What follows belongs to an exercise in optimizing a design on an open flow for small area and a short achievable clock period; a production flow would make more cautious choices.
RTL that was checked went through simulation tests only; none was proved equivalent to the original.

// top_diannao_node_vMAX
module top_diannao_node_vMAX (
        clk,
        i_inputs,
        i_synapses,
        i_op,
        i_nbout,
        i_load,
        o_to_edram
    );
For scale: roughly 1,200 flip-flops, about 550 I/O pins, roughly 170,000 µm² of cells after synthesis.
Settings: LEC_CHECK=0, ABC_CLOCK_PERIOD_IN_PS=3000, CAP_MARGIN=20, CORE_MARGIN=2, CORE_UTILIZATION=40, SETUP_SLACK_MARGIN=5, SLEW_MARGIN=20; clock period 12.0 ns.
run.sh (not shown) runs the stock make flow with config.mk's settings and CLKGATE_MAP_FILE= SYNTH_SCRIPT=/design/flow/synth_recipe.tcl, a recipe that flattens the netlist after the stock synthesis.
Then changed:
ABC_AREA = 1   (was not set)
ABC_CLOCK_PERIOD_IN_PS = not set   (was 3000)
CAP_MARGIN = 80   (was 20)
SLEW_MARGIN = 80   (was 20)
The new run completed with no timing, DRC or antenna violations.
Cell area drops by roughly a tenth.
Via count drops by a quarter to a third.
Worst setup slack improves by 1.1 ns.
Cell count drops by about a fifth.
Critical path depth drops by 1.
Clock-buffer cell count drops by 3.
Utilization climbs by 3.2 points.
Routed wire length drops by about a fifth.
Then changed:
ABC_AREA = not set   (was 1)
CAP_MARGIN = 20   (was 80)
SETUP_SLACK_MARGIN = not set   (was 5)
SLEW_MARGIN = 20   (was 80)
- The new run produced a clean layout
- first-iteration DRC count goes up by 74%
- global-route usage goes up by 0.75 points
- clock-buffer cell count goes up by 3
Function was not checked in any run of this note: the RTL went through the layout flow alone.

== red ==
top_diannao_node_vMAX, a different RTL version from the one above (not shown whole).
For scale: roughly 1300 flip-flops, ~550 I/O pins, ~0.13 mm2 of cells after synthesis.
Settings: LEC_CHECK=0, ABC_AREA=1, CAP_MARGIN=40, CORE_MARGIN=2, CORE_UTILIZATION=40, SETUP_SLACK_MARGIN=5, SLEW_MARGIN=40, SYNTH_HIERARCHICAL=1; clock period 12.0 ns.
standard.sh (not shown) runs the stock make flow with config.mk's settings and CLKGATE_MAP_FILE= SYNTH_SCRIPT=/design/flow/synth_recipe.tcl, a recipe that flattens the netlist after the stock synthesis.
==> flow/flow/run.sh <==
#!/bin/bash
# Standard ORFS layout (the standard.sh, standard synthesis unchanged), with
# extra settings for timing repair, clock tree and port buffers.
set -euo pipefail
bash standard.sh SETUP_SLACK_MARGIN=8.15 CTS_CLUSTER_SIZE=30 CTS_CLUSTER_DIAMETER=80 "BUFFER_PORTS_ARGS=-buffer_cell sky130_fd_sc_hd__buf_1" finish > standard.log 2>&1
diff inputs: red => blue
# red
export LEC_CHECK = 0
export ABC_AREA = 1
export CAP_MARGIN = 40
export CORE_MARGIN = 2
export CORE_UTILIZATION = 40
export SETUP_SLACK_MARGIN = 5
export SLEW_MARGIN = 40
export SYNTH_HIERARCHICAL = 1
create_clock -name core_clock -period 12.0 [get_ports {clk}]
# blue
export LEC_CHECK = 0
export ABC_AREA = 1
export CAP_MARGIN = 80
export CORE_MARGIN = 2
export CORE_UTILIZATION = 40
export SETUP_SLACK_MARGIN = 5
export SLEW_MARGIN = 80
export SYNTH_HIERARCHICAL = 1
create_clock -name core_clock -period 12.0 [get_ports {clk}]
## What came out
On clock period minus worst slack, red and blue are neck and neck. Area used by multi-input combinational logic: blue vs red up 0.0034 mm2. Detailed-router iteration count before antenna repair, red and blue: higher on red.

try-ember:
top_diannao_node_vMAX again, from the RTL that the note above started with.
Settings: LEC_CHECK=0, ABC_AREA=1, CAP_MARGIN=10, CORE_MARGIN=2, CORE_UTILIZATION=40, SETUP_SLACK_MARGIN=5, SLEW_MARGIN=10, SYNTH_HIERARCHICAL=1; clock period 12.0 ns.
==> flow/flow/run.sh <==
#!/bin/bash
# The standard layout (standard.sh: the standard synthesis and ORFS steps,
# unchanged), with a larger setup margin for timing repair, a clock tree with
# larger sink clusters and plain buffers on the ports.  The make output goes to
# standard.log; each ORFS step logs to orfs/logs/.
set -euo pipefail
bash standard.sh SETUP_SLACK_MARGIN=8.2 "CTS_ARGS=-sink_clustering_enable -repair_clock_nets -sink_clustering_size 30 -sink_clustering_max_diameter 80 -dont_use_dummy_load" "BUFFER_PORTS_ARGS=-buffer_cell sky130_fd_sc_hd__buf_1" finish > standard.log 2>&1
> inputs changed (try-ember -> try-fjord)
- changing CAP_MARGIN from 10 to 0
- changing SLEW_MARGIN from 10 to 0
==> flow/flow/run.sh <==
#!/bin/bash
# Standard ORFS layout (the standard.sh, standard synthesis unchanged), with
# extra settings for timing repair, clock tree and port buffers.
set -euo pipefail
bash standard.sh SETUP_SLACK_MARGIN=8.3 "CTS_ARGS=-sink_clustering_enable -repair_clock_nets -sink_clustering_size 30 -sink_clustering_max_diameter 80 -dont_use_dummy_load -distance_between_buffers 300" "BUFFER_PORTS_ARGS=-buffer_cell sky130_fd_sc_hd__buf_1" finish > standard.log 2>&1
Notes after the runs:
- Number of standard cells in the final layout excluding fillers (higher): try-fjord
- Status: area occupied by registers parity (try-fjord, try-ember)
- try-ember has a lower worst setup slack than try-fjord.
- Maximum clock frequency | try-fjord above try-ember
- Between try-fjord and try-ember, the wire length after detailed routing figures differ only marginally.
Modified inputs, try-raven compared to try-fjord
- CAP_MARGIN now 10, was 0
- SLEW_MARGIN now 10, was 0
==> flow/flow/run.sh <==
#!/bin/bash
# Standard ORFS layout (the standard.sh, standard synthesis unchanged), with
# extra settings for timing repair, clock tree and port buffers.
set -euo pipefail
bash standard.sh SETUP_SLACK_MARGIN=8.2 "CTS_ARGS=-sink_clustering_enable -repair_clock_nets -sink_clustering_size 30 -sink_clustering_max_diameter 80 -dont_use_dummy_load -distance_between_buffers 300" "BUFFER_PORTS_ARGS=-buffer_cell sky130_fd_sc_hd__buf_1" finish > standard.log 2>&1
==> comparison <==
try-raven ran to completion and came out clean on the timing, DRC and antenna checks.
Cell with the largest stage delay on the worst path = sky130_fd_sc_hd__dfxtp_4: try-fjord; cell with the largest stage delay on the worst path = sky130_fd_sc_hd__dfxtp_2: try-raven
The global-route usage on try-fjord is in line with that on try-raven.
Across both runs, pre-CTS setup slack was lower for try-raven than for try-fjord.
Comparing try-fjord and try-raven, the lower ratio of cells with drive above 1 in the final layout is on try-raven.
[try-raven] transition time at the pin with the least slew margin rose 0.21 ns relative to try-fjord
Between try-fjord and try-raven, the flow reports cell area decreasing slightly.
Of try-fjord and try-raven, the lower wire length reported by the detailed router belongs to try-raven.
Changes observed in try-raven relative to try-fjord: clock insertion delay at the later pin of the skew report moved down; pin count of the biggest net entering global routing moved down.

## static timing again, ports no longer ideal
In the flow no input, the clock included, has a driving cell. The finished layouts below were timed again as built, in two steps. Step 1 (the two cells are an assumption about what drives the block):
set clk [get_ports {clk}]
set_driving_cell -lib_cell sky130_fd_sc_hd__clkbuf_16 $clk
set_driving_cell -lib_cell sky130_fd_sc_hd__buf_2 [delete_from_list [all_inputs] $clk]
Step 2 also shifts input and output timing later by t, the mid clock arrival at the registers, as if the neighbouring blocks saw the same clock. a / b / c = ideal ports / drivers / drivers and shift; a / b = the first two.
run | t, ns | slack for setup (ns) | slew at the worst register clock pin (ns) | worst data-port slew with drivers (ns)
the first run of note 1 | 1.002 | 5.960 / 5.960 / 5.960 | 0.07 / 0.07 | 0.13
the second run of note 1 | 0.996 | 7.043 / 7.043 / 7.043 | 0.07 / 0.07 | 0.22
the third run of note 1 | 1.002 | 5.960 / 5.960 / 5.960 | 0.07 / 0.07 | 0.13
red | 0.986 | 8.210 / 8.102 / 7.460 | 0.10 / 0.10 | 0.16
blue | 0.995 | 8.207 / 8.101 / 8.204 | 0.10 / 0.10 | 0.16
try-ember | 0.971 | 8.228 / 8.121 / 7.499 | 0.11 / 0.11 | 0.14
try-fjord | 0.890 | 8.333 / 8.227 / 7.701 | 0.11 / 0.11 | 0.11
try-raven | 0.875 | 8.300 / 8.193 / 7.654 | 0.11 / 0.11 | 0.13
After both steps every run listed still meets setup and hold. The setup slack of red, which loses most, moves by -0.108 ns with the drivers and by -0.750 ns with both steps.
